This design comes from an exercise in tuning for small area and a short achievable clock period on the open sky130 flow, not from production work. In this exercise RTL edits were held to simulation tests only and were not proved equivalent to the original.

`constraint.sdc`:
```
create_clock -name core_clock -period 16.0 [get_ports {clk}]
set_input_delay 3.2000 -clock core_clock [delete_from_list [all_inputs] [get_ports {clk}]]
set_output_delay 3.2000 -clock core_clock [all_outputs]
set_load 0.01 [all_outputs]
```
`design.v`:
```
module mux_alu_srcA (
    input wire [31:0]PC,
    input wire [31:0]A,
    input wire [31:0]MDRout,
    input wire [1:0] sel,
    output reg [31:0] out
);
always @* begin
    case (sel)
        2'b00: out = PC;
        2'b01: out = A;
        2'b10: out = MDRout;
        default: out = 32'b0;
    endcase
end
endmodule
module mux_alu_srcB(
    input wire [31:0] B,
    input wire [31:0] instructionExtended,
    input wire [31:0] instructionExtendedShiftLeft2,
    input wire [31:0] A,
    input wire [2:0] sel,
    output reg [31:0] out
);
always @* begin
    case (sel)
        3'b000: out = B;
        3'b001: out = 32'd4;  
        3'b010: out = instructionExtended;
        3'b011: out = instructionExtendedShiftLeft2;
        3'b100: out = A;
        default: out = 32'b0;
    endcase
end
endmodule
module mux_except(
    input wire [1:0] sel,
    output reg [31:0] out
);
always @* begin
    case (sel)
    2'b00: out = 32'b00000000000000000000000011111101;  
    2'b01: out = 32'b00000000000000000000000011111110;  
    2'b10: out = 32'b00000000000000000000000011111111;  
        default: out = 32'b0;
    endcase
end
endmodule
module mux_iord (
    input wire [31:0] PC,
    input wire [31:0] AluOut,
    input wire [31:0] Except,
    input wire [31:0] A,
    input wire [31:0] B,
    input wire [2:0] sel,
    output reg [31:0] out
);
always @* begin
    case (sel)
        3'b000: out = PC;
        3'b001: out = AluOut;
        3'b010: out = Except;
        3'b011: out = A;
        3'b100: out = B;
        default: out = 32'b0;
    endcase
end
endmodule
module mux_mem_tomdr(
    input wire [31:0] Mem32,
    input wire [31:0] Mem16,
    input wire [31:0] Mem8,
    input wire [1:0] sel,
    output reg [31:0] out
);
always @* begin
    case (sel)
    2'b00: out = Mem32;
    2'b01: out = Mem16;
    2'b10: out = Mem8;
        default: out = 32'b0;
    endcase
end
endmodule
module mux_mem_toreg (
    input wire [31:0] AluOut,
    input wire [31:0] MDRout,
    input wire [31:0] Hiout,
    input wire [31:0] Loout,
    input wire [31:0] shiftRegOut,
    input wire [31:0] offsetShiftLeft16,
    input wire [3:0] sel,
    output reg [31:0] out
);
always @* begin
    case (sel)
        4'b0000: out = AluOut;
        4'b0001: out = MDRout;
        4'b0010: out = Hiout;
        4'b0011: out = Loout;
        4'b0100: out = 32'b00000000000000000000000011100011;  
        4'b0101: out = 32'b00000000000000000000000000000000;    
        4'b0110: out = 32'b00000000000000000000000000000001;    
        4'b0111: out = shiftRegOut;
        4'b1000: out = offsetShiftLeft16;
        default: out = 32'b0;
    endcase
end
endmodule
module mux_pc_src (
    input wire [31:0] AluOutDirect,
    input wire [31:0] AluOut,
    input wire [31:0] instructionShiftLeft2,
    input wire [31:0] MemSignExtend,
    input wire [31:0] EPCOut,
    input wire [2:0] sel,
    output reg [31:0] out
);
always @* begin
    case (sel)
        3'b000: out = AluOutDirect;
        3'b001: out = AluOut;
        3'b010: out = instructionShiftLeft2;
        3'b011: out = MemSignExtend;
        3'b100: out = EPCOut;
        default: out = 32'b0;
    endcase
end
endmodule
module mux_reg_dst (
    input wire [4:0] rt,
    input wire [15:0] immediate,
    input wire [1:0] sel,
    output reg [4:0] out 
);
always @* begin
    case (sel)
        2'b00: out = rt;
        2'b01: out = immediate[15:11];  
        2'b10: out = 5'b11101;  
        2'b11: out = 5'b11111;  
    endcase
end
endmodule
module mux_shift_src(
    input wire [15:0] immediate,
    input wire [31:0] B,
    input wire sel,
    output reg [31:0] out
);
always @* begin
    case (sel)
    1'b0: out = immediate[10:6];
    1'b1: out = B;
    endcase
end
endmodule
module mux_Hi_src(
    input wire [31:0] DIV_max,
    input wire [31:0] MULT_max,
    input wire sel,
    output reg [31:0] out
);
always @* begin
    case (sel)
    1'b0: out = DIV_max;
    1'b1: out = MULT_max;
    endcase
end
endmodule
module mux_Lo_src(
    input wire [31:0] DIV_min,
    input wire [31:0] MULT_min,
    input wire sel,
    output reg [31:0] out
);
always @* begin
    case (sel)
    1'b0: out = DIV_min;
    1'b1: out = MULT_min;
    endcase
end
endmodule
module combc(
    input wire [31:0] B,
    input wire [31:0] mem,
    input wire [1:0] sel,
    output reg[31:0] data_out
);
    always @* begin
        case (sel)
            2'b00: data_out = B; 
            2'b01: data_out = {mem[31:16],B[15:0]};
            2'b10: data_out = {mem[31:8],B[7:0]};
            default: data_out = 32'b0;
        endcase    
    end
endmodule
module control_unit(
    input wire clk,
    input wire reset,
    input wire OV,
    input wire NEG,
    input wire ZR,
    input wire EQ,
    input wire GT,
    input wire LT,
    input wire [5:0] OPCODE,
    input wire [5:0] FUNCT,
    output reg PC_write,
    output reg branch,
    output reg MEM_wr,
    output reg IR_write,
    output reg A_write,
    output reg B_write,
    output reg MDR_write,
    output reg ALUReg_write,
    output reg EPC_write,
    output reg Hi_write,
    output reg Lo_write,
    output reg REG_write,
    output reg less_than,
    output reg DIV_on,
    output reg MULT_on,
    output reg div_srcA,
    output reg div_srcB,
    output reg shift_src,
    output reg Hi_src,
    output reg Lo_src,
    output reg [1:0] reg_dst,
    output reg [1:0] except,
    output reg [1:0] MEM_toMDR,
    output reg [1:0] BtoC,
    output reg [1:0] ALU_srcA,
    output reg [2:0] IorD,
    output reg [2:0] ALU_srcB,
    output reg [2:0] ALU_OP,
    output reg [2:0] PC_src,
    output reg [2:0] regOP,
    output reg [3:0] MEM_toreg
);
    reg [6:0] STATE; 
    reg [6:0] COUNTER;
    reg [5:0] SHIFT_MODE;
    parameter ST_reset       = 7'd0;
    parameter ST_fetch0      = 7'd1;
    parameter ST_fetch1      = 7'd2;
    parameter ST_decode      = 7'd3;
    parameter ST_decode2     = 7'd15;
    parameter ST_noopcode    = 7'd4;
    parameter ST_overflow    = 7'd5;
    parameter ST_divzr       = 7'd6;
    parameter ST_except      = 7'd7;
    parameter ST_add         = 7'd8;
    parameter ST_sub         = 7'd9;
    parameter ST_and         = 7'd10;
    parameter ST_BREG_write  = 7'd11;
    parameter ST_BREG_write2 = 7'd12;
    parameter ST_BREG_write3 = 7'd60;
    parameter ST_BREG_write4 = 7'd61;  
    parameter ST_BREG_write5 = 7'd53;
    parameter ST_SLT         = 7'd41;
    parameter ST_SLTI        = 7'd42;
    parameter ST_SLL_SLLV    = 7'd43;
    parameter ST_SRA_SRAV    = 7'd44;
    parameter ST_SRL         = 7'd45;
    parameter ST_ShiftS      = 7'd46;
    parameter ST_ShiftImmediate = 7'd47;
    parameter ST_ShiftVariable  = 7'd48;
    parameter ST_Rte            = 7'd54;
    parameter ST_break          = 7'd55;
    parameter ST_mult           = 7'd56;
    parameter ST_mult2          = 7'd57;
    parameter ST_MFHI           = 7'd58;
    parameter ST_MFLO           = 7'd59;
    parameter ST_addi        = 7'd13;
    parameter ST_addiu       = 7'd14;
    parameter ST_lui         = 7'd22;
    parameter ST_beq         = 7'd23;
    parameter ST_bne         = 7'd24;
    parameter ST_ble         = 7'd25;
    parameter ST_bgt         = 7'd26; 
    parameter ST_load_adress = 7'd27; 
    parameter ST_MEM_read    = 7'd28;
    parameter ST_MEM_to      = 7'd29;  
    parameter ST_MEM_to_MDR1 = 7'd30;  
    parameter ST_MEM_to_MDR2 = 7'd31;  
    parameter ST_MEM_to_MDR3 = 7'd32; 
    parameter ST_REG_write   = 7'd33; 
    parameter ST_store1      = 7'd34;
    parameter ST_store2      = 7'd35;
    parameter ST_store3      = 7'd36;
    parameter ST_jump        = 7'd37;
    parameter ST_jal         = 7'd38;
    parameter ST_adress_store= 7'd39;
    parameter  ST_jr         = 7'd40;
    parameter ST_addm = 7'd49;
    parameter ST_addm2 = 7'd50;
    parameter ST_addm3 = 7'd51; 
    parameter ST_MEM_read_addm = 7'd52;
    parameter R_OPCODE    = 6'h0;
    parameter FUNCT_ADD   = 6'h20;
    parameter FUNCT_AND   = 6'h24;
    parameter FUNCT_DIV   = 6'h1a;
    parameter FUNCT_MULT  = 6'h18;
    parameter FUNCT_JR    = 6'h8;
    parameter FUNCT_MFHI  = 6'h10;
    parameter FUNCT_MFLO  = 6'h12;
    parameter FUNCT_SLL   = 6'h0;
    parameter FUNCT_SLLV  = 6'h4;
    parameter FUNCT_SLT   = 6'h2a;
    parameter FUNCT_SRA   = 6'h3;
    parameter FUNCT_SRAV  = 6'h7;
    parameter FUNCT_SRL   = 6'h2;
    parameter FUNCT_SUB   = 6'h22;
    parameter FUNCT_BREAK = 6'hd;
    parameter FUNCT_RTE   = 6'h13;
    parameter FUNCT_DIVM  = 6'h5;
    parameter ADDI   = 6'h8;
    parameter ADDIU  = 6'h9;
    parameter BEQ    = 6'h4;
    parameter BNE    = 6'h5;
    parameter BLE    = 6'h6;
    parameter BGT    = 6'h7;
    parameter ADDM   = 6'h1;
    parameter LB     = 6'h20;
    parameter LH     = 6'h21;
    parameter LUI    = 6'hf;
    parameter LW     = 6'h23;
    parameter SB     = 6'h28;
    parameter SH     = 6'h29;
    parameter SLTI   = 6'ha;
    parameter SW     = 6'h2b;
    parameter J = 6'h2; 
    parameter JAL = 6'h3; 
    reg  PC_write_c;
    reg  branch_c;
    reg  MEM_wr_c;
    reg  IR_write_c;
    reg  A_write_c;
    reg  B_write_c;
    reg  MDR_write_c;
    reg  ALUReg_write_c;
    reg  EPC_write_c;
    reg  Hi_write_c;
    reg  Lo_write_c;
    reg  REG_write_c;
    reg  less_than_c;
    reg  DIV_on_c;
    reg  MULT_on_c;
    reg  div_srcA_c;
    reg  div_srcB_c;
    reg  shift_src_c;
    reg  Hi_src_c;
    reg  Lo_src_c;
    reg [1:0] reg_dst_c;
    reg [1:0] except_c;
    reg [1:0] MEM_toMDR_c;
    reg [1:0] BtoC_c;
    reg [1:0] ALU_srcA_c;
    reg [2:0] IorD_c;
    reg [2:0] ALU_srcB_c;
    reg [2:0] ALU_OP_c;
    reg [2:0] PC_src_c;
    reg [2:0] regOP_c;
    reg [3:0] MEM_toreg_c;
always @(posedge clk) begin
    PC_write_c     = 1'b0;
    branch_c       = 1'b0;
    MEM_wr_c       = 1'b0;
    IR_write_c     = 1'b0;
    A_write_c      = 1'b0;
    B_write_c      = 1'b0;
    MDR_write_c    = 1'b0;
    ALUReg_write_c = 1'b0;
    EPC_write_c    = 1'b0;
    REG_write_c    = 1'b0;
    Hi_write_c     = 1'b0;
    Lo_write_c     = 1'b0;
    less_than_c    = 1'b0;
    shift_src_c    = 1'b0;
    DIV_on_c       = 1'b0;
    MULT_on_c      = 1'b0;
    div_srcA_c     = 1'b0;
    div_srcB_c     = 1'b0;
    Hi_src_c       = 1'b0;
    Lo_src_c       = 1'b0;
    except_c       = 2'b00; 
    MEM_toMDR_c    = 2'b00;
    BtoC_c         = 2'b00;
    ALU_srcA_c     = 2'b00;
    reg_dst_c      = 2'b00; 
    IorD_c         = 3'b000;
    ALU_srcB_c     = 3'b000;
    ALU_OP_c       = 3'b000;
    PC_src_c       = 3'b000;
    regOP_c        = 3'b000;
    MEM_toreg_c    = 4'b0000;
    if (reset == 1'b1) begin
        STATE = ST_fetch0;
        PC_write_c     = 1'b0;
        branch_c       = 1'b0;
        MEM_wr_c       = 1'b0;
        IR_write_c     = 1'b0;
        A_write_c      = 1'b0;
        B_write_c      = 1'b0;
        MDR_write_c    = 1'b0;
        ALUReg_write_c = 1'b0;
        EPC_write_c    = 1'b0;
        Hi_write_c     = 1'b0;
        Lo_write_c     = 1'b0;
        less_than_c    = 1'b0;
        DIV_on_c       = 1'b0;
        MULT_on_c      = 1'b0;
        div_srcA_c     = 1'b0;
        div_srcB_c     = 1'b0;
        shift_src_c    = 1'b0;
        Hi_src_c       = 1'b0;
        Lo_src_c       = 1'b0;
        except_c       = 2'b00; 
        MEM_toMDR_c    = 2'b00;
        BtoC_c         = 2'b00;
        ALU_srcA_c     = 2'b00;
        IorD_c         = 3'b000;
        ALU_srcB_c     = 3'b000;
        ALU_OP_c       = 3'b000;
        PC_src_c       = 3'b000;
        regOP_c        = 3'b000;
        COUNTER = 7'b0000000;
        reg_dst_c      = 2'b10; 
        REG_write_c    = 1'b1;
        MEM_toreg_c    = 4'b0100;
    end 
    else begin
        case (STATE)
            ST_fetch0: begin
                PC_write_c     = 1'b0;
                branch_c       = 1'b0;
                IR_write_c     = 1'b0;
                A_write_c      = 1'b0;
                B_write_c      = 1'b0;
                MDR_write_c    = 1'b0;
                MEM_wr_c       = 1'b0;   
                ALUReg_write_c = 1'b0;
                EPC_write_c    = 1'b0;
                Hi_write_c     = 1'b0;
                Lo_write_c     = 1'b0;
                REG_write_c    = 1'b0;
                less_than_c    = 1'b0;
                DIV_on_c       = 1'b0;
                MULT_on_c      = 1'b0;
                div_srcA_c     = 1'b0;
                div_srcB_c     = 1'b0;
                shift_src_c    = 1'b0;
                Hi_src_c       = 1'b0;
                Lo_src_c       = 1'b0;
                reg_dst_c      = 2'b00;
                except_c       = 2'b00; 
                MEM_toMDR_c    = 2'b00;
                shift_src_c    = 2'b00;
                BtoC_c         = 2'b00;
                ALU_srcA_c     = 2'b00;   
                IorD_c         = 3'b000;  
                ALU_srcB_c     = 3'b001;  
                ALU_OP_c       = 3'b001;  
                PC_src_c       = 3'b000;
                regOP_c        = 3'b000;
                MEM_toreg_c    = 4'b0000;
                COUNTER = COUNTER + 1;
                if (COUNTER == 7'd2) begin  
                    STATE = ST_fetch1;
                end
                else begin
                    STATE = ST_fetch0;
                end
            end
            ST_fetch1:begin  
                STATE = ST_decode;      
                PC_write_c     = 1'b1;     
                branch_c       = 1'b0;
                MEM_wr_c       = 1'b0;
                IR_write_c     = 1'b1;     
                A_write_c      = 1'b0;
                B_write_c      = 1'b0;
                MDR_write_c    = 1'b0;
                ALUReg_write_c = 1'b0;
                EPC_write_c    = 1'b0;
                Hi_write_c     = 1'b0;
                Lo_write_c     = 1'b0;
                REG_write_c    = 1'b0;
                less_than_c    = 1'b0;
                DIV_on_c       = 1'b0;
                MULT_on_c      = 1'b0;
                div_srcA_c     = 1'b0;
                div_srcB_c     = 1'b0;
                shift_src_c    = 1'b0;
                Hi_src_c       = 1'b0;
                Lo_src_c       = 1'b0;
                reg_dst_c      = 2'b00;
                except_c       = 2'b00; 
                MEM_toMDR_c    = 2'b00;
                shift_src_c    = 2'b00;
                BtoC_c         = 2'b00;
                ALU_srcA_c     = 2'b00;
                IorD_c         = 3'b000;
                ALU_srcB_c     = 3'b001;
                ALU_OP_c       = 3'b001;
                PC_src_c       = 3'b000;  
                regOP_c        = 3'b000;
                MEM_toreg_c    = 4'b0000;
                COUNTER      = COUNTER + 1;
            end
            ST_decode:begin    
                STATE        = ST_decode2;   
                PC_write_c     = 1'b0;
                branch_c       = 1'b0;
                MEM_wr_c       = 1'b0;
                IR_write_c     = 1'b0;
                A_write_c      = 1'b1;  
                B_write_c      = 1'b1;  
                MDR_write_c    = 1'b0;
                ALUReg_write_c = 1'b1;
                EPC_write_c    = 1'b0;
                Hi_write_c     = 1'b0;
                Lo_write_c     = 1'b0;
                REG_write_c    = 1'b0;
                less_than_c    = 1'b0;
                DIV_on_c       = 1'b0;
                MULT_on_c      = 1'b0;
                div_srcA_c     = 1'b0;
                div_srcB_c     = 1'b0;
                shift_src_c    = 1'b0;
                Hi_src_c       = 1'b0;
                Lo_src_c       = 1'b0;
                reg_dst_c      = 2'b00;
                except_c       = 2'b00; 
                MEM_toMDR_c    = 2'b00;
                shift_src_c    = 2'b00;
                BtoC_c         = 2'b00;
                ALU_srcA_c     = 2'b00;   
                IorD_c         = 3'b000; 
                ALU_srcB_c     = 3'b001;  
                ALU_OP_c       = 3'b001;  
                PC_src_c       = 3'b000;
                regOP_c        = 3'b000;
                MEM_toreg_c    = 4'b0000;
                COUNTER = COUNTER + 1;
            end
            ST_add:begin
                STATE = ST_BREG_write;
                ALU_srcA_c = 2'b01;
                ALU_srcB_c = 3'b000;
                ALU_OP_c = 3'b001;
                ALUReg_write_c = 1'b1;
                COUNTER = COUNTER + 1;   
            end
            ST_and:begin
                STATE = ST_BREG_write;
                ALU_srcA_c = 2'b01;
                ALU_srcB_c = 3'b000;
                ALU_OP_c = 3'b011;
                ALUReg_write_c = 1'b1;
                COUNTER = COUNTER + 1;   
            end
            ST_sub:begin
                STATE = ST_BREG_write;
                ALU_srcA_c = 2'b01;
                ALU_srcB_c = 3'b000;
                ALU_OP_c = 3'b010;
                ALUReg_write_c = 1'b1;
                COUNTER = COUNTER + 1;   
            end
            ST_addm:begin
                STATE = ST_MEM_read_addm;
                ALU_srcA_c = 2'b01;
                ALU_srcB_c = 3'b010;
                ALU_OP_c = 3'b001;
                ALUReg_write_c = 1;
                COUNTER = COUNTER + 1;  
            end 
            ST_MEM_read_addm:begin
                IorD_c = 3'b001;
                MEM_wr_c = 0;
                COUNTER = COUNTER + 1;
                if (COUNTER == 7'd3) begin
                    STATE = ST_addm2;
                end else begin
                    STATE = ST_MEM_read_addm;
                end
            end
            ST_addm2:begin
                STATE = ST_addm3;
                MEM_toMDR_c = 2'b00;
                MDR_write_c = 1;
                COUNTER = COUNTER + 1;
            end
            ST_addm3:begin
                STATE = ST_BREG_write2;
                ALU_srcA_c = 2'b10;
                ALU_srcB_c = 3'b000;
                ALU_OP_c = 3'b001;
                ALUReg_write_c = 1;
                COUNTER = COUNTER + 1;
            end
            ST_mult:begin
                if (COUNTER > 7'd32) begin
                    STATE = ST_mult2;
                end else begin
                    STATE = ST_mult;
                    COUNTER = COUNTER + 1;
                end
                MULT_on_c = 1;
            end
            ST_mult2:begin
                STATE = ST_fetch0;
                MULT_on_c = 0;
                Hi_write_c = 1;
                Lo_write_c = 1;
                Hi_src_c = 1;  
                Lo_src_c = 1;
                COUNTER = 0;
            end
            ST_MFHI:begin
                STATE = ST_fetch0;
                MEM_toreg_c = 4'b0010;
                reg_dst_c = 2'b00;
                REG_write_c = 1;
                COUNTER = 0;
            end
            ST_MFLO:begin
                STATE = ST_fetch0;
                MEM_toreg_c = 4'b0011;
                reg_dst_c = 2'b00;
                REG_write_c = 1;
                COUNTER = 0;
            end
            ST_load_adress: begin   
                STATE = ST_MEM_read; 
                ALU_srcA_c = 2'b01;
                ALU_srcB_c = 3'b010;
                ALU_OP_c   = 3'b001;
                ALUReg_write_c = 1;
                COUNTER  = COUNTER + 1;  
                if (OPCODE == SW) begin
                    STATE = ST_store1;
                end else begin
                    STATE = ST_MEM_read;
                end
            end
            ST_MEM_read: begin  
                IorD_c = 3'b001;
                MEM_wr_c = 0;
                COUNTER = COUNTER + 1;
                if (COUNTER == 7'd3) begin
                    if (OPCODE == LW) begin
                    STATE = ST_MEM_to_MDR1; 
                    end else if (OPCODE == LH) begin
                        STATE = ST_MEM_to_MDR2;
                    end else if (OPCODE == LB) begin
                        STATE = ST_MEM_to_MDR3;
                    end else if (OPCODE == SH) begin
                        STATE = ST_store2;
                    end else if (OPCODE == SB)begin
                        STATE = ST_store3;
                    end else if (OPCODE == ADDM) begin
                        STATE = ST_addm2;
                    end
                end else begin  
                    STATE = ST_MEM_read;
                end
            end
            ST_MEM_to_MDR1: begin  
                STATE = ST_REG_write;
                MEM_toMDR_c = 2'b00;
                MDR_write_c = 1;
            end
            ST_MEM_to_MDR2: begin  
                STATE = ST_REG_write;
                MEM_toMDR_c = 2'b01;
                MDR_write_c = 1;
            end
            ST_MEM_to_MDR3: begin  
                STATE = ST_REG_write;
                MEM_toMDR_c = 2'b10;
                MDR_write_c = 1;
            end
            ST_REG_write: begin  
                STATE = ST_fetch0;
                COUNTER = 7'b0000000;
                MEM_toreg_c = 4'b0001;
                reg_dst_c = 2'b00;
                REG_write_c = 1;
                COUNTER = 7'd0;
            end
            ST_store1: begin  
                STATE = ST_fetch0;
                COUNTER = 7'b0000000;
                BtoC_c = 2'b00;
                IorD_c = 3'b001;
                MEM_wr_c = 1;
                COUNTER = 7'd0;
            end
            ST_store2: begin  
                STATE = ST_fetch0;
                COUNTER = 7'b0000000;
                BtoC_c = 2'b01;
                IorD_c = 3'b001;
                MEM_wr_c = 1;
                COUNTER = 7'd0;
            end
            ST_store3: begin  
                STATE = ST_fetch0;
                COUNTER = 7'b0000000;
                BtoC_c = 2'b10;
                IorD_c = 3'b001;
                MEM_wr_c = 1;
                COUNTER = 7'd0;
            end
            ST_jump: begin
                STATE = ST_fetch0;
                COUNTER = 7'b0000000;
                PC_write_c = 1;
                branch_c = 1;
                PC_src_c = 3'b010;
            end
            ST_jal: begin  
                STATE = ST_adress_store;
                ALU_srcA_c = 2'b00;
                ALU_OP_c = 3'b000;
                ALUReg_write_c = 1'b1;
                COUNTER = COUNTER + 1;
            end
            ST_adress_store: begin  
                STATE = ST_fetch0;
                COUNTER = 7'b0000000;
                MEM_toreg_c = 4'b0000;
                reg_dst_c = 2'b11;
                REG_write_c = 1;
                PC_src_c = 3'b010;
                PC_write_c = 1;
                branch_c = 1;
                COUNTER = 7'd0;
            end
            ST_jr: begin
                STATE = ST_fetch0;
                COUNTER = 7'b0000000;
                ALU_srcA_c = 2'b01;
                ALU_OP_c = 3'b000;
                PC_src_c = 3'b000;
                branch_c = 1;
                PC_write_c = 1;
                COUNTER = 7'd0;
            end
            ST_beq: begin
                ALU_srcA_c = 2'b01;
                ALU_srcB_c = 3'b000;
                ALU_OP_c = 3'b111;
                if (COUNTER == 7'd5) begin
                    STATE = ST_beq;
                    COUNTER = COUNTER + 1;
                end else begin
                    STATE = ST_fetch0;
                    COUNTER = 7'd0;
                end
                if (EQ == 1) begin
                    PC_src_c = 3'b001;
                    PC_write_c = 1;
                end
            end
            ST_bne: begin
                ALU_srcA_c = 2'b01;
                ALU_srcB_c = 3'b000;
                ALU_OP_c = 3'b111;
                if (COUNTER == 7'd5) begin
                    STATE = ST_bne;
                    COUNTER = COUNTER + 1;
                end else begin
                    STATE = ST_fetch0;
                    COUNTER = 7'd0;
                end
                if (EQ == 0) begin
                    PC_src_c = 3'b001;
                    PC_write_c = 1;
                end
            end
            ST_bgt: begin
                ALU_srcA_c = 2'b01;
                ALU_srcB_c = 3'b000;
                ALU_OP_c = 3'b111;
                if (COUNTER == 7'd5) begin
                    STATE = ST_bgt;
                    COUNTER = COUNTER + 1;
                end else begin
                    STATE = ST_fetch0;
                    COUNTER = 7'd0;
                end
                if (GT == 1) begin
                    PC_src_c = 3'b001;
                    PC_write_c = 1;
                end
            end
            ST_ble: begin
                ALU_srcA_c = 2'b01;
                ALU_srcB_c = 3'b000;
                ALU_OP_c = 3'b111;
                if (COUNTER == 7'd5) begin
                    STATE = ST_ble;
                    COUNTER = COUNTER + 1;
                end else begin
                    STATE = ST_fetch0;
                    COUNTER = 7'd0;
                end
                if (GT == 0) begin
                    PC_src_c = 3'b001;
                    PC_write_c = 1;
                end
            end
            ST_BREG_write:begin
                if (OV) begin 
                    STATE = ST_overflow;
                    COUNTER = COUNTER + 1;   
                end
                else begin
                    STATE = ST_fetch0;
                    COUNTER = 7'b0000000;
                    REG_write_c = 1'b1;
                    reg_dst_c = 2'b01;
                    MEM_toreg_c = 4'b0000;
                end
            end
            ST_BREG_write2:begin
                if(OV) begin
                    STATE = ST_overflow;     
                    COUNTER = COUNTER + 1;
                end
                else begin
                        STATE = ST_fetch0;
                        COUNTER = 7'b0000000;
                        REG_write_c = 1'b1;
                        MEM_toreg_c = 4'b0000;
                        reg_dst_c = 2'b00;
                    end
            end
            ST_SLT:begin
                STATE = ST_BREG_write4;
                ALU_srcA_c = 2'b01;
                ALU_srcB_c = 3'b000;
            end
            ST_SLTI:begin
                STATE = ST_BREG_write5;
                ALU_srcA_c = 2'b01;
                ALU_srcB_c = 3'b010;
            end
            ST_ShiftImmediate:begin
                STATE = SHIFT_MODE;
                ALU_srcB_c = 3'b000;
                shift_src_c = 1'b0;
                regOP_c = 3'b001;
            end
            ST_ShiftVariable:begin
                STATE = SHIFT_MODE;
                ALU_srcB_c = 3'b100;
                shift_src_c = 1'b1;
                regOP_c = 3'b001;
            end
            ST_SLL_SLLV:begin
                STATE = ST_ShiftS;
                regOP_c = 3'b010;
            end
            ST_SRL:begin
                STATE = ST_ShiftS;
                regOP_c = 3'b011;
            end
            ST_SRA_SRAV:begin
                STATE = ST_ShiftS;
                regOP_c = 3'b100;
            end
            ST_ShiftS:begin
                STATE = ST_fetch0;
                MEM_toreg_c = 4'b0111;
                reg_dst_c = 2'b01;
                REG_write_c = 1'b1;
                COUNTER = 0;
            end
            ST_BREG_write3:begin
                STATE = ST_fetch0;
                COUNTER = 7'b0000000;
                REG_write_c = 1'b1;
                MEM_toreg_c = 4'b0000;
                reg_dst_c = 2'b01;
           end
            ST_BREG_write4:begin
                if (LT == 1) begin
                    STATE = ST_fetch0;
                    ALU_OP_c = 3'b111;
                    MEM_toreg_c = 4'b0110;
                    reg_dst_c = 2'b01;
                    REG_write_c = 1'b1;
                end
                else begin
                    STATE = ST_fetch0;
                    ALU_OP_c = 3'b111;
                    MEM_toreg_c = 4'b0101;
                    reg_dst_c = 2'b01;
                    REG_write_c = 1'b1;
                end
                COUNTER = 0; 
            end
            ST_BREG_write5:begin
                if (LT == 1) begin
                    STATE = ST_fetch0;
                    ALU_OP_c = 3'b111;
                    MEM_toreg_c = 4'b0110;
                    reg_dst_c = 2'b00;
                    REG_write_c = 1'b1;
                end
                else begin
                    STATE = ST_fetch0;
                    ALU_OP_c = 3'b111;
                    MEM_toreg_c = 4'b0101;
                    reg_dst_c = 2'b00;
                    REG_write_c = 1'b1;
                end
                COUNTER = 0;
            end
            ST_Rte:begin
                STATE = ST_fetch0;
                COUNTER = 7'b0000000;
                PC_src_c = 3'b100;
                PC_write_c = 1;
            end 
            ST_noopcode:begin
                except_c = 2'b00;
                IorD_c = 3'b010;
                MEM_wr_c = 1'b0;
                ALU_srcA_c = 2'b00;
                ALU_srcB_c = 3'b001;
                ALU_OP_c = 3'b010;
                COUNTER = COUNTER + 1;
                if (COUNTER == 7'd1) begin
                    STATE = ST_except;
                end
                else begin  
                    STATE = ST_noopcode;
                end
            end
            ST_overflow:begin
                except_c = 2'b01;
                IorD_c = 3'b010;
                MEM_wr_c = 1'b0;
                ALU_srcA_c = 2'b00;
                ALU_srcB_c = 3'b001;
                ALU_OP_c = 3'b010;
                COUNTER = COUNTER + 1;  
                if (COUNTER == 7'd4) begin
                    STATE = ST_except;
                end
                else begin   
                    STATE = ST_overflow;
                end
            end
            ST_divzr:begin
                except_c = 2'b10;
                IorD_c = 3'b010;
                MEM_wr_c = 1'b0;
                ALU_srcA_c = 2'b00;
                ALU_srcB_c = 3'b001;
                ALU_OP_c = 3'b010;
                COUNTER = COUNTER + 1;
                if (COUNTER == 7'b0001000) begin
                    STATE = ST_except;
                end
                else begin
                    STATE = ST_divzr;
                end
            end
            ST_except:begin
                STATE = ST_fetch0;
                EPC_write_c = 1'b1;
                PC_src_c  = 3'b011;
                PC_write_c = 1'b1;
                COUNTER = 7'b0000000;
            end
            ST_addi:begin
                STATE = ST_BREG_write2; 
                ALU_srcA_c = 2'b01;
                ALU_srcB_c = 3'b010;
                ALU_OP_c = 3'b001;
                ALUReg_write_c = 1'b1;
                COUNTER = COUNTER + 1;
            end
            ST_addiu:begin
                STATE = ST_BREG_write3;
                ALU_srcA_c = 2'b01;
                ALU_srcB_c = 3'b010;
                ALU_OP_c = 3'b001;
                ALUReg_write_c = 1'b1;
                COUNTER = COUNTER + 1;
            end
            ST_lui:begin
              STATE = ST_fetch0;
              COUNTER = 7'b0000000;
              MEM_toreg_c = 4'b1000;
              reg_dst_c = 2'b00;
              REG_write_c = 1'b1;
            end
            ST_break:begin
                STATE = ST_fetch0;
                COUNTER = 7'b0000000;
                ALU_srcA_c = 2'b00;
                ALU_srcB_c = 3'b001;
                ALU_OP_c = 3'b010;
                PC_src_c = 3'b000;
                PC_write_c = 1'b1;
            end
        ST_decode2: begin
            case(OPCODE)
                R_OPCODE:begin
                    case(FUNCT)
                        FUNCT_ADD:begin
                            STATE = ST_add;
                            COUNTER = 7'b0000000;
                        end
                        FUNCT_AND:begin
                            STATE = ST_and;
                            COUNTER = 7'b0000000;
                        end
                        FUNCT_DIV:begin
                        end
                        FUNCT_MULT:begin
                            STATE = ST_mult;
                            COUNTER = 7'b0000000;
                        end
                        FUNCT_JR:begin
                            STATE = ST_jr;
                            COUNTER = 7'b0000000;
                        end
                        FUNCT_MFHI:begin
                            STATE = ST_MFHI;
                            COUNTER = 7'b0000000; 
                        end
                        FUNCT_MFLO:begin
                            STATE = ST_MFLO;
                            COUNTER = 7'b0000000;
                        end
                        FUNCT_SLL:begin
                            STATE = ST_ShiftImmediate;
                            SHIFT_MODE = ST_SLL_SLLV;
                            COUNTER = 7'b0000000;
                        end
                        FUNCT_SLLV:begin
                            STATE = ST_ShiftVariable;
                            SHIFT_MODE = ST_SLL_SLLV;
                            COUNTER = 7'b0000000;
                        end
                        FUNCT_SLT:begin
                            STATE = ST_SLT;
                        end
                        FUNCT_SRA:begin
                            STATE = ST_ShiftImmediate;
                            SHIFT_MODE = ST_SRA_SRAV;
                            COUNTER = 7'b0000000;
                        end
                        FUNCT_SRAV:begin
                            STATE = ST_ShiftVariable;
                            SHIFT_MODE = ST_SRA_SRAV;
                            COUNTER = 7'b0000000;
                        end
                        FUNCT_SRL:begin
                            STATE = ST_ShiftImmediate;
                            SHIFT_MODE = ST_SRL;
                            COUNTER = 7'b0000000;
                        end
                        FUNCT_SUB:begin
                            STATE = ST_sub;
                            COUNTER = 7'b0000000;
                        end
                        FUNCT_BREAK:begin
                            STATE = ST_break;
                            COUNTER = 7'b0000000;
                        end
                        FUNCT_RTE:begin
                            STATE = ST_Rte;
                            COUNTER = 7'b0000000;
                        end
                        FUNCT_DIVM:begin
                        end
                    endcase 
                end
                ADDI:begin
                    STATE = ST_addi;
                    COUNTER = 7'b0000000;
                end
                ADDIU:begin
                    STATE = ST_addiu;
                    COUNTER = 7'b0000000;
                end
                BEQ:begin
                    STATE = ST_beq;
                    COUNTER = COUNTER + 1;
                end
                BNE:begin
                    STATE = ST_bne;
                    COUNTER = COUNTER + 1;
                end
                BLE:begin
                    STATE = ST_ble;
                    COUNTER = COUNTER + 1;
                end
                BGT:begin
                    STATE = ST_bgt;
                    COUNTER = COUNTER + 1;
                end
                ADDM:begin
                    STATE = ST_addm;
                    COUNTER = 7'b0000000;
                end
                LB:begin
                   STATE = ST_load_adress;
                   COUNTER = 7'b0000000; 
                end
                LH:begin
                    STATE = ST_load_adress;
                    COUNTER = 7'b0000000;
                end
                LUI:begin
                    STATE = ST_lui;
                    COUNTER = 7'b0000000;
                end
                LW:begin
                    STATE = ST_load_adress;
                    COUNTER = 7'b0000000;
                end
                SB:begin
                    STATE = ST_load_adress;
                    COUNTER = 7'b0000000;
                end
                SH:begin
                    STATE = ST_load_adress;
                    COUNTER = 7'b0000000;
                end
                SLTI:begin
                    STATE = ST_SLTI;
                    COUNTER = COUNTER + 1;
                end
                SW:begin
                    STATE = ST_load_adress;
                    COUNTER = 7'b0000000;
                end
                J:begin
                    STATE = ST_jump;
                    COUNTER = 7'b0000000;
                end
                JAL:begin
                    STATE = ST_jal;
                    COUNTER = 7'b0000000;           
                end
                default:begin
                    STATE = ST_noopcode;
                    COUNTER = 7'b0000000; 
                end
            endcase
        end
        endcase
    end
    PC_write <= PC_write_c;
    branch <= branch_c;
    MEM_wr <= MEM_wr_c;
    IR_write <= IR_write_c;
    A_write <= A_write_c;
    B_write <= B_write_c;
    MDR_write <= MDR_write_c;
    ALUReg_write <= ALUReg_write_c;
    EPC_write <= EPC_write_c;
    Hi_write <= Hi_write_c;
    Lo_write <= Lo_write_c;
    REG_write <= REG_write_c;
    less_than <= less_than_c;
    DIV_on <= DIV_on_c;
    MULT_on <= MULT_on_c;
    div_srcA <= div_srcA_c;
    div_srcB <= div_srcB_c;
    shift_src <= shift_src_c;
    Hi_src <= Hi_src_c;
    Lo_src <= Lo_src_c;
    reg_dst <= reg_dst_c;
    except <= except_c;
    MEM_toMDR <= MEM_toMDR_c;
    BtoC <= BtoC_c;
    ALU_srcA <= ALU_srcA_c;
    IorD <= IorD_c;
    ALU_srcB <= ALU_srcB_c;
    ALU_OP <= ALU_OP_c;
    PC_src <= PC_src_c;
    regOP <= regOP_c;
    MEM_toreg <= MEM_toreg_c;
end
endmodule
module multiplier(
    input wire clk,
    input wire reset,
    input wire mult_on,
    input wire [31:0] A,
    input wire [31:0] B,
    output wire [31:0] min,
    output wire [31:0] max
);
    reg signed [63:0] produto;
    reg [31:0] B_negativo;
    reg B_sig;
    integer contador;
    reg [2:0] state;  
    reg signed [63:0] produto_n;
    reg [31:0] B_negativo_n;
    reg B_sig_n;
    integer contador_n;
    reg [2:0] state_n;
    wire mult_done;
    assign mult_done = (state == 3);
    always @*
    begin
        begin
            produto_n = produto;
            B_negativo_n = B_negativo;
            B_sig_n = B_sig;
            contador_n = contador;
            state_n = state;
            case (state_n)
                0: begin  
                    if (mult_on)
                        state_n = 1;
                end
                1: begin  
                    B_negativo_n = (~B + 32'd1);
                    B_sig_n = 1'b0;
                    produto_n = 64'b0;
                    contador_n = 0;
                    state_n = 2;
                end
                2: begin  
                    if (contador_n < 32)
                    begin
                        if ({A[contador_n], B_sig_n} == 2'b10)
                            produto_n[63:32] = produto_n[63:32] + B_negativo_n;
                        else if ({A[contador_n], B_sig_n} == 2'b01)
                            produto_n[63:32] = produto_n[63:32] + B;
                        produto_n = produto_n >>> 1;
                        B_sig_n = A[contador_n];
                        contador_n = contador_n + 1;
                    end
                    else
                        state_n = 3;
                end
                3: begin  
                    if (B == 32'h8000_0000)
                        produto_n = (~produto_n + 32'd1);
                    state_n = 0;  
                end
                default: state_n = 0;
            endcase
        end
    end
    always @(posedge clk or posedge reset)
    begin
        if (reset == 1)
        begin
            produto <= 64'b0;
            B_negativo <= 32'b0;
            contador <= 0;
            B_sig <= 0;
            state <= 0;
        end
        else
        begin
            produto <= produto_n;
            B_negativo <= B_negativo_n;
            B_sig <= B_sig_n;
            contador <= contador_n;
            state <= state_n;
        end
    end
    assign max = produto[63:32];
    assign min = produto[31:0];
endmodule
module shift_jump(
    input wire[25:0] data_in,
    input wire[31:0] PC,
    output wire[31:0] data_out
);
    wire [27:0]data_in_shift;
    assign data_in_shift = data_in << 2;
    assign data_out = {PC[31:28], data_in_shift};
endmodule
module shift_left2(
    input wire[31:0]data_in,
    output wire[31:0]data_out
);
    assign data_out = data_in << 2;
endmodule
module shift_left16(
    input wire [15:0] data_in,
    output wire [31:0] data_out
);
    assign data_out = data_in << 16;
endmodule
module sign_extend8to32(
    input wire[31:0] in,
    output wire[31:0] out
);
assign out = {{24{in[7]}},in[7:0]};
endmodule
module sign_extend8to32_mem(
    input wire [7:0]in,
    output wire [31:0]out
);
    assign out = {{24{in[7]}},in};
endmodule
module sign_extend16to32(
    input wire [15:0]in,
    output wire [31:0]out
);
    assign out = {{16{in[15]}},in};
endmodule
module Registrador (
    input  wire        Clk,
    input  wire        Reset,
    input  wire        Load,
    input  wire [31:0] Entrada,
    output reg  [31:0] Saida
);
    always @(posedge Clk or posedge Reset) begin
        if (Reset)
            Saida <= 32'b0;
        else if (Load)
            Saida <= Entrada;
    end
endmodule
module Instr_Reg (
    input  wire        Clk,
    input  wire        Reset,
    input  wire        Load_ir,
    input  wire [31:0] Entrada,
    output reg  [5:0]  Instr31_26,
    output reg  [4:0]  Instr25_21,
    output reg  [4:0]  Instr20_16,
    output reg  [15:0] Instr15_0
);
    always @(posedge Clk or posedge Reset) begin
        if (Reset) begin
            Instr31_26 <= 6'b0;
            Instr25_21 <= 5'b0;
            Instr20_16 <= 5'b0;
            Instr15_0  <= 16'b0;
        end else if (Load_ir) begin
            Instr31_26 <= Entrada[31:26];
            Instr25_21 <= Entrada[25:21];
            Instr20_16 <= Entrada[20:16];
            Instr15_0  <= Entrada[15:0];
        end
    end
endmodule
module Banco_reg (
    input  wire        Clk,
    input  wire        Reset,
    input  wire        RegWrite,
    input  wire [4:0]  ReadReg1,
    input  wire [4:0]  ReadReg2,
    input  wire [4:0]  WriteReg,
    input  wire [31:0] WriteData,
    output wire [31:0] ReadData1,
    output wire [31:0] ReadData2
);
    reg [31:0] Cluster [0:31];
    integer i;
    assign ReadData1 = Cluster[ReadReg1];
    assign ReadData2 = Cluster[ReadReg2];
    always @(posedge Clk or posedge Reset) begin
        if (Reset) begin
            for (i = 0; i < 32; i = i + 1)
                Cluster[i] <= 32'b0;
        end else if (RegWrite) begin
            Cluster[WriteReg] <= WriteData;
        end
    end
endmodule
module RegDesloc (
    input  wire        Clk,
    input  wire        Reset,
    input  wire [2:0]  Shift,
    input  wire [4:0]  N,
    input  wire [31:0] Entrada,
    output wire [31:0] Saida
);
    reg [31:0] temp;
    reg [4:0]  n_shift;
    assign Saida = temp;
    always @(posedge Clk or posedge Reset) begin
        if (Reset) begin
            temp <= 32'b0;
        end else begin
            case (Shift)
                3'b001: temp <= Entrada;
                3'b010: temp <= temp << n_shift;
                3'b011: temp <= temp >> n_shift;
                3'b100: temp <= $signed(temp) >>> n_shift;
                3'b101: temp <= (temp >> n_shift) | (temp << (6'd32 - {1'b0, n_shift}));
                3'b110: temp <= (temp << n_shift) | (temp >> (6'd32 - {1'b0, n_shift}));
                default: temp <= temp;
            endcase
        end
    end
    always @(posedge Clk) begin
        if (Shift == 3'b001)
            n_shift <= N;
    end
endmodule
module ula32 (
    input  wire [31:0] A,
    input  wire [31:0] B,
    input  wire [2:0]  Seletor,
    output wire [31:0] S,
    output wire        Overflow,
    output wire        Negativo,
    output wire        z,
    output wire        Igual,
    output wire        Maior,
    output wire        Menor
);
    reg  [31:0] s_temp;
    reg  [31:0] novo_B;
    wire [31:0] soma_temp;
    wire [31:0] carry_temp;
    wire        igual_temp;
    wire        overflow_temp;
    always @* begin
        case (Seletor)
            3'b000: s_temp = A;
            3'b001: s_temp = soma_temp;
            3'b010: s_temp = soma_temp;
            3'b011: s_temp = A & B;
            3'b110: s_temp = A ^ B;
            3'b101: s_temp = ~A;
            3'b100: s_temp = soma_temp;
            default: s_temp = 32'b0;
        endcase
    end
    always @* begin
        case (Seletor)
            3'b001: novo_B = B;
            3'b100: novo_B = 32'd1;
            default: novo_B = ~B;
        endcase
    end
    genvar g;
    generate
        for (g = 0; g < 32; g = g + 1) begin : rc
            wire cin;
            if (g == 0) begin : c0
                assign cin = Seletor[1];
            end else begin : cn
                assign cin = carry_temp[g-1];
            end
            assign soma_temp[g]  = A[g] ^ novo_B[g] ^ cin;
            assign carry_temp[g] = (cin & (A[g] | novo_B[g])) | (A[g] & novo_B[g]);
        end
    endgenerate
    assign S             = s_temp;
    assign Negativo      = s_temp[31];
    assign z             = (s_temp == 32'b0);
    assign overflow_temp = carry_temp[31] ^ carry_temp[30];
    assign Overflow      = overflow_temp;
    assign igual_temp    = (soma_temp == 32'b0) ? ~overflow_temp : 1'b0;
    assign Igual         = igual_temp;
    assign Maior         = ((~soma_temp[31] & ~overflow_temp) | (overflow_temp & ~A[31])) & ~igual_temp;
    assign Menor         = (soma_temp[31] & ~overflow_temp) | (overflow_temp & A[31]);
endmodule
module cpu (
    input wire clk,
    input wire reset,
    output wire [31:0] mem_addr,
    output wire        mem_wr,
    output wire [31:0] mem_wdata,
    input  wire [31:0] mem_rdata
);
    wire PC_write;
    wire MEM_wr;
    wire IR_write;
    wire A_write;
    wire B_write;
    wire MDR_write;
    wire ALUReg_write;
    wire EPC_write;
    wire Hi_write;
    wire Lo_write;
    wire REG_write;
    wire less_than;
    wire DIV_on;
    wire MULT_on;
    wire div_srcA;
    wire div_srcB;
    wire shift_src;
    wire Hi_src;
    wire Lo_src;
    wire [1:0] reg_dst;
    wire [1:0] except;
    wire [1:0] MEM_toMDR;
    wire [1:0] BtoC;
    wire [1:0] ALU_srcA;
    wire [2:0] IorD;
    wire [2:0] ALU_srcB;
    wire [2:0] ALU_OP;
    wire [2:0] PC_src;
    wire [2:0] regOP;
    wire [3:0] MEM_toreg;
    wire[5:0] OPCODE; 
    wire[4:0] RS; 
    wire[4:0] RT; 
    wire[5:0] FUNCT;  
    wire[15:0] IMMEDIATE; 
    wire[25:0] OFFSET;
    wire [31:0] PC_in;
    wire [31:0] PC_out;
    wire [31:0] MEM_address;
    wire [31:0] MEM_out;
    wire [31:0] BREG_to_A;
    wire [31:0] BREG_to_B;
    wire [31:0] BREG_write_data;
    wire [4:0] BREG_write_reg;
    wire [31:0] A_out;
    wire [31:0] B_out;
    wire [31:0] SXTND8TO32_MEM_out;
    wire [31:0] SXTND8TO32_EXC_out;
    wire [31:0] SXTND16TO32_IMMEDIATE_out;
    wire [31:0] SXTND16TO32_MEM_out;
    wire [31:0] ALU_A_in;
    wire [31:0] ALU_srcB_out;
    wire [31:0] ALU_out;
    wire [31:0] SL2_IMMEDIATE_out;
    wire [31:0] SL16_out;
    wire [31:0] SJ_out;
    wire [31:0] _out;
    wire [31:0] MDR_in;
    wire [31:0] ALUReg_out;
    wire [31:0] MDR_out;
    wire [31:0] Hi_in;
    wire [31:0] Hi_out;
    wire [31:0] Lo_in;
    wire [31:0] Lo_out;
    wire [4:0] N;
    wire [31:0] REGSHIFT_out;
    wire [31:0] except_out;
    wire [31:0] DIV_min;
    wire [31:0] DIV_max;
    wire [31:0] MULT_min;
    wire [31:0] MULT_max;
    wire [31:0] C_out;
    wire [31:0] EPC_out;
    wire [31:0] PC_src_out;
    wire [4:0] REG_write_in;
    wire OV;
    wire ZR;
    wire NEG;
    wire EQ;
    wire LT;
    wire GT;
    Registrador PC(
      clk,
      reset,
      PC_write,
      PC_src_out,
      PC_out
    );
    Registrador A(
      clk,
      reset,
      A_write,
      BREG_to_A,
      A_out
    );
    Registrador B(
      clk,
      reset,
      B_write,
      BREG_to_B,
      B_out
    );
    Registrador ALUReg(
      clk,
      reset,
      ALUReg_write,
      ALU_out,
      ALUReg_out
    );
    Registrador EPC(
      clk,
      reset,
      EPC_write,
      ALU_out,
      EPC_out
    );
    Registrador MDR(
      clk,
      reset,
      MDR_write,
      MDR_in,
      MDR_out
    );
    Registrador Hi(
      clk,
      reset,
      Hi_write,
      Hi_in,
      Hi_out
    );
    Registrador Lo(
      clk,
      reset,
      Lo_write,
      Lo_in,
      Lo_out
    );
    mux_alu_srcA M_ALU_SRCA(
      PC_out,
      A_out,
      MDR_out,
      ALU_srcA,
      ALU_A_in
    );
    mux_alu_srcB M_ALU_SRCB(
      B_out,
      SXTND16TO32_IMMEDIATE_out,
      SL2_IMMEDIATE_out,
      A_out,
      ALU_srcB,
      ALU_srcB_out  
    );
    mux_except M_EXCEPT(
      except,
      except_out
    );
    mux_iord M_IORD(
      PC_out,
      ALUReg_out,
      except_out,
      A_out,
      B_out,
      IorD,
      MEM_address
    );
    mux_mem_tomdr M_MEM_TOMDR(
      MEM_out,
      SXTND16TO32_MEM_out,
      SXTND8TO32_MEM_out,
      MEM_toMDR,
      MDR_in
    );
    mux_mem_toreg M_MEM_TOREG(
      ALUReg_out,
      MDR_out,
      Hi_out,
      Lo_out,
      REGSHIFT_out,
      SL16_out,
      MEM_toreg,
      BREG_write_data
    );
    mux_pc_src M_PC_SRC(
      ALU_out,
      ALUReg_out,
      SJ_out,
      SXTND8TO32_EXC_out,
      EPC_out,
      PC_src,
      PC_src_out
    );
    mux_reg_dst M_REG_DST(
      RT,
      IMMEDIATE,
      reg_dst,
      BREG_write_reg
    );
    mux_shift_src M_SHIFT_SRC(
      IMMEDIATE,
      B_out,
      shift_src,
      N
    );
    mux_Hi_src M_HI_SRC(
      DIV_max,
      MULT_max,
      Hi_src,
      Hi_in
    );
    mux_Lo_src M_LO_SRC(
      DIV_min,
      MULT_min,
      Lo_src,
      Lo_in
    );
    shift_left2 SL2_IMMEDIATE(
      SXTND16TO32_IMMEDIATE_out,
      SL2_IMMEDIATE_out
    );
    shift_left16 SL16(
      IMMEDIATE,
      SL16_out
    );
    assign OFFSET = {RS,RT,IMMEDIATE};
    shift_jump SJ(
      OFFSET,
      PC_out,
      SJ_out
    );
    sign_extend8to32  SXTND8TO32_EXC(
      MEM_out,
      SXTND8TO32_EXC_out
    );
    sign_extend8to32_mem SXTND8TO32_MEM(
      MEM_out[7:0],   
      SXTND8TO32_MEM_out
    );
    sign_extend16to32 SXTND16TO32_IMMEDIATE(
      IMMEDIATE,
      SXTND16TO32_IMMEDIATE_out
    );
    sign_extend16to32 SXTND16TO32_MEM(
      MEM_out[15:0],  
      SXTND16TO32_MEM_out
    );
    assign mem_addr  = MEM_address;
    assign mem_wr    = MEM_wr;
    assign mem_wdata = C_out;
    assign MEM_out   = mem_rdata;
    Instr_Reg IR(
      clk,
      reset,
      IR_write,
      MEM_out,
      OPCODE,
      RS,
      RT,
      IMMEDIATE
    );
    Banco_reg BREG(
      clk,
      reset,
      REG_write,
      RS,
      RT,
      BREG_write_reg,
      BREG_write_data,
      BREG_to_A,
      BREG_to_B
    );
    ula32 ALU(
      ALU_A_in,
      ALU_srcB_out,
      ALU_OP,
      ALU_out,
      OV,
      NEG,
      ZR,
      EQ,
      GT,
      LT
    );
    RegDesloc REGSHIFT(
      clk,
      reset,
      regOP,
      N,
      ALU_srcB_out,
      REGSHIFT_out  
    );
    combc C(
      B_out,
      MEM_out,
      BtoC,
      C_out
    );
    assign DIV_min = 32'b0;
    assign DIV_max = 32'b0;
    multiplier MULT(
      clk,
      reset,
      MULT_on,
      A_out,
      B_out,
      MULT_min,
      MULT_max
    );
    assign FUNCT = IMMEDIATE[5:0];
    control_unit CTRL(
      .clk(clk),
      .reset(reset),
      .OV(OV),
      .ZR(ZR),
      .NEG(NEG),
      .EQ(EQ),
      .GT(GT),
      .LT(LT),
      .OPCODE(OPCODE),
      .FUNCT(FUNCT),
      .PC_write(PC_write),
      .MEM_wr(MEM_wr),
      .IR_write(IR_write),
      .A_write(A_write),
      .B_write(B_write),
      .MDR_write(MDR_write),
      .ALUReg_write(ALUReg_write),
      .EPC_write(EPC_write),
      .Hi_write(Hi_write),
      .Lo_write(Lo_write),
      .REG_write(REG_write),
      .less_than(less_than),
      .DIV_on(DIV_on),
      .MULT_on(MULT_on),
      .div_srcA(div_srcA),
      .div_srcB(div_srcB),
      .shift_src(shift_src),
      .Hi_src(Hi_src),
      .Lo_src(Lo_src),
      .reg_dst(reg_dst),
      .except(except),
      .MEM_toMDR(MEM_toMDR),
      .BtoC(BtoC),
      .ALU_srcA(ALU_srcA),
      .IorD(IorD),
      .ALU_srcB(ALU_srcB),
      .ALU_OP(ALU_OP),
      .PC_src(PC_src),
      .regOP(regOP),
      .MEM_toreg(MEM_toreg)
);
endmodule
```
`run.sh`:
```
#!/bin/bash
# synth_recipe.tcl (not shown) runs the flow's synth.tcl, then flattens the netlist and writes it again
# the make line also repeats each setting of config.mk as NAME=value (left out here)
make -C /OpenROAD-flow-scripts/flow DESIGN_CONFIG=/design/flow/config.mk WORK_HOME=/design/flow/orfs CLKGATE_MAP_FILE= SYNTH_SCRIPT=/design/flow/synth_recipe.tcl finish
```
`config.mk`:
```
export PLATFORM = sky130hd
export DESIGN_NAME = cpu
export DESIGN_NICKNAME = cpu
export VERILOG_FILES = /design/flow/design.v
export SDC_FILE = /design/flow/constraint.sdc
export NUM_CORES = 4
export LEC_CHECK = 0
export CAP_MARGIN = 20
export CORE_MARGIN = 2
export CORE_UTILIZATION = 40
export SLEW_MARGIN = 20
```
==> flow_summary.json <==
{
  "synthArstFlopShare": 0.962,
  "drt-initial-drc-count": 16000,
  "dieArea_um2": 228000,
  "seqCellArea_um2": 38200,
  "die_h_um": 477,
  "tightest_slew_ns": 1.33,
  "final_cell_area_um2": 100000,
  "avgRoutedWirePerCell_um": 36.1,
  "grt_usage": 0.400,
  "gp_congestion": 1.07,
  "core_um2": 223000,
  "drcViolationCount": 0,
  "multiInputGateArea_um2": 48100,
  "grt_pass1_vias": 84600,
  "antenna_found_initial": 53,
  "ys_ff_latch": 1534,
  "slew_headroom": 0.110,
  "crit_type": "reg -> reg",
  "firstDrtPassIters": 10,
  "clock-sinks": 1534,
  "ys.flop_type": "dfrtp_1",
  "finalSetupTns_ns": 0,
  "drv_slew": 0,
  "cp_max_fo": 20,
  "ant_nets": 0,
  "final_cell_mix": "1,475 x dfrtp_1, 1,380 x nand2_1, 1,182 x o21ai_0",
  "initial_core_util": 0.402,
  "rsz0062_at_grt": "no",
  "power_leakage_nw": 41.2,
  "hold_viol_final": 0,
  "ys_seq_area_frac": 0.426,
  "endpoint_kind": "flip-flop",
  "clk_root_buffer_cell": "clkbuf_16",
  "fill_cells": 21500,
  "synth_warnings": 21,
  "layout_min_cycle_time_ns": 15.39,
  "worstPathRequired_ns": 16.72,
  "clock_skew_ns": 0.112,
  "postCtsSetupRepairBufs": 0,
  "grt_max_degree": 171,
  "num_io_pins": 99,
  "synth_fp_nets": 10500,
  "max_cap_viol_count": 0,
  "period_share": 0.962,
  "path_common_cell": "fa_1",
  "layout-drive-gt1-share": 0.103,
  "portBuffers": 98,
  "outcome": "complete, no violations",
  "synth_edf_count": 8,
  "avgSynthCellArea_um2": 8.67,
  "insertion_delay_ns": 0.89,
  "synth.distinct_cells": 99,
  "max-vdd-ir-drop_mv": 0.130,
  "min_path_type": "reg -> reg",
  "clock_path_buffers": 3,
  "finalNetCount": 10100,
  "cp.arrival_ns": 16.10,
  "fin_cells": 13100,
  "power.total_w": 0.0201,
  "placed_area_um2": 94300,
  "max_freq_ghz": 0.0650,
  "grt-ovfl-total": 0,
  "htreeDepth": 4,
  "dr_total_vias": 92000,
  "dp_hpwl_um": 296000,
  "cts_tree": "yes",
  "die_x_um": 477,
  "via_per_inst": 7.02,
  "startpoint_type": "flip-flop",
  "netlist_instances": 10300,
  "setup_violations": 0,
  "area_growth_pct": 12.1,
  "dp.cells": 12800,
  "netlist_area_um2": 89600,
  "row_count": 173,
  "grt_first_pass_wirelength_um": 657000,
  "cpPeakStageDelay_ns": 0.46,
  "cts-hold-fix-buffers": 0,
  "cts.repair.resized": 0,
  "cts_buffers": 172,
  "path_clk_slew_ns": 0.06,
  "wirelength_um": 473000,
  "powerDensity_nw_per_um2": 200,
  "mostFrequentLayoutCell": "dfrtp_1",
  "crit_slowest_cell": "or3b_2",
  "final_util": 0.451
}
==> Yosys cell counts, types with 51 or more instances <==
master / instances / area [µm²]
mux2_2: 177 / 1990
o221ai_1: 86 / 753
dfrtp_1: 1475 / 36900
nand2_1: 1403 / 5270
nand3_1: 92 / 460
nor2_1: 983 / 3690
a221oi_1: 554 / 4850
clkbuf_1: 845 / 3170
nand4_1: 163 / 1020
o22ai_1: 106 / 663
a21oi_1: 849 / 4250
a22o_1: 482 / 4220
mux2i_1: 296 / 2960
dfxtp_1: 51 / 1020
buf_1: 75 / 282
inv_1: 245 / 920
a22oi_1: 66 / 495
ha_1: 111 / 1390
nor3_1: 138 / 691
xnor2_1: 68 / 596
o21ai_0: 1188 / 5950
==> state kept, by name, summed over array words and instances, names as in the netlist, 32 cells and up <==
| signal | cells |
|---|---|
| MULT.produto | 64 |
| Lo.Saida | 32 |
| EPC.Saida | 32 |
| B.Saida | 32 |
| MULT.B_negativo | 32 |
| BREG.Cluster | 1024 |
| A.Saida | 32 |
| MDR.Saida | 32 |
| MULT.contador | 32 |
| REGSHIFT.temp | 32 |
| ALUReg.Saida | 32 |
| PC.Saida | 32 |
| Hi.Saida | 32 |
==> report_power, final <==
| part | switching, W | total [W] | internal [W] |
|---|---|---|---|
| combinational | 0.00619 | 0.00927 | 0.00307 |
| sequential | 0.00156 | 0.00662 | 0.00506 |
| clock | 0.00184 | 0.00424 | 0.00240 |
==> layout make-up <==
| class | instances | share of cell area |
|---|---|---|
| Tap cell | 2975 | 0.0371 |
| Sequential cell | 1534 | 0.381 |
| Timing Repair Buffer | 404 | 0.0336 |
| Antenna cell | 25 | 0.000623 |
| Clock inverter | 75 | 0.0106 |
| Clock buffer | 234 | 0.0486 |
| Inverter | 252 | 0.00946 |
| Multi-Input combinational cell | 7602 | 0.480 |
==> layer usage <==
| layer | GRT usage | wire length [µm] | part of all wire | vias to the layer above |
|---|---|---|---|---|
| met5 | 0.00651 | 699 | 0.0015 | - |
| met4 | 0.282 | 42900 | 0.091 | 46 |
| met3 | 0.162 | 69000 | 0.15 | 2459 |
| met2 | 0.559 | 190000 | 0.40 | 7889 |
| met1 | 0.499 | 171000 | 0.36 | 44300 |
| li1 | - | - | - | 37300 |
==> per-stage QoR <==
| stage | setup WS, ns | hold WS (ns) |
|---|---|---|
| after floorplan | -11.25 | 0.468 |
| after global placement | 1.02 | 0.483 |
| after detailed placement | 0.989 | 0.496 |
| after CTS | 0.840 | 0.508 |
| after global routing | 0.294 | 0.525 |
| final | 0.613 | 0.508 |
==> worst paths after layout <==
check	end	startpoint	slack, ns	depth (start not counted)
max	CTRL.COUNTER[2]$_SDFFE_PP0P_	CTRL.ALU_srcB[1]$_SDFF_PP0_	0.61	47
min	MULT.contador[14]$_DFFE_PP0P_	MULT.contador[14]$_DFFE_PP0P_	0.51	1
max reg2reg	CTRL.COUNTER[2]$_SDFFE_PP0P_	CTRL.ALU_srcB[1]$_SDFF_PP0_	0.61	47
min reg2reg	MULT.contador[14]$_DFFE_PP0P_	MULT.contador[14]$_DFFE_PP0P_	0.51	1
max in group asynchronous	BREG.Cluster[4][21]$_DFFE_PP0P_	reset	9.09	7
min in group asynchronous	ALUReg.Saida[4]$_DFFE_PP0P_	reset	3.15	3
==> cell families after synthesis <==
kind of cell,synth area share
adder cells (fa/ha/maj),0.0259
AND/OR/NAND/NOR,0.148
XOR/XNOR,0.0106
AO/OA/AOI/OAI,0.272
flip-flops,0.426
multiplexers,0.0667
buffers and inverters,0.0507
==> critical path: cells and delay by family (launching register included) <==
kind | cells | cell delay (ns)
adder cells (fa/ha/maj) | 31 | 11.73
AND/OR/NAND/NOR | 5 | 1.44
multiplexers | 2 | 0.36
buffers and inverters | 5 | 0.87
flip-flops | 1 | 0.39
AO/OA/AOI/OAI | 3 | 0.29
XOR/XNOR | 1 | 0.14

static timing again, ports no longer ideal:
How much do the figures lean on ideal ports? The routed layout below was timed once more, with nothing changed but the port constraints.
Step 1 (the two cells are an assumption about what drives the block):
set clk [get_ports {clk}]
set_driving_cell -lib_cell sky130_fd_sc_hd__clkbuf_16 $clk
set_driving_cell -lib_cell sky130_fd_sc_hd__buf_2 [delete_from_list [all_inputs] $clk]
Step 2, shift: input delay + t, output delay - t, t = (earliest + latest rising clock arrival at the registers) / 2. This alone moves slack from input paths to output paths.
a / b / c = ideal ports / drivers / drivers and shift; a / b = the first two.
t, ns: 0.919
setup WS [ns]: 0.613 / 0.613 / 0.613
pins driven straight from the clock port: 1
After both steps setup and hold are still met in this run. The setup slack of this run moves by 0.000 ns with the drivers and by 0.000 ns with both steps.
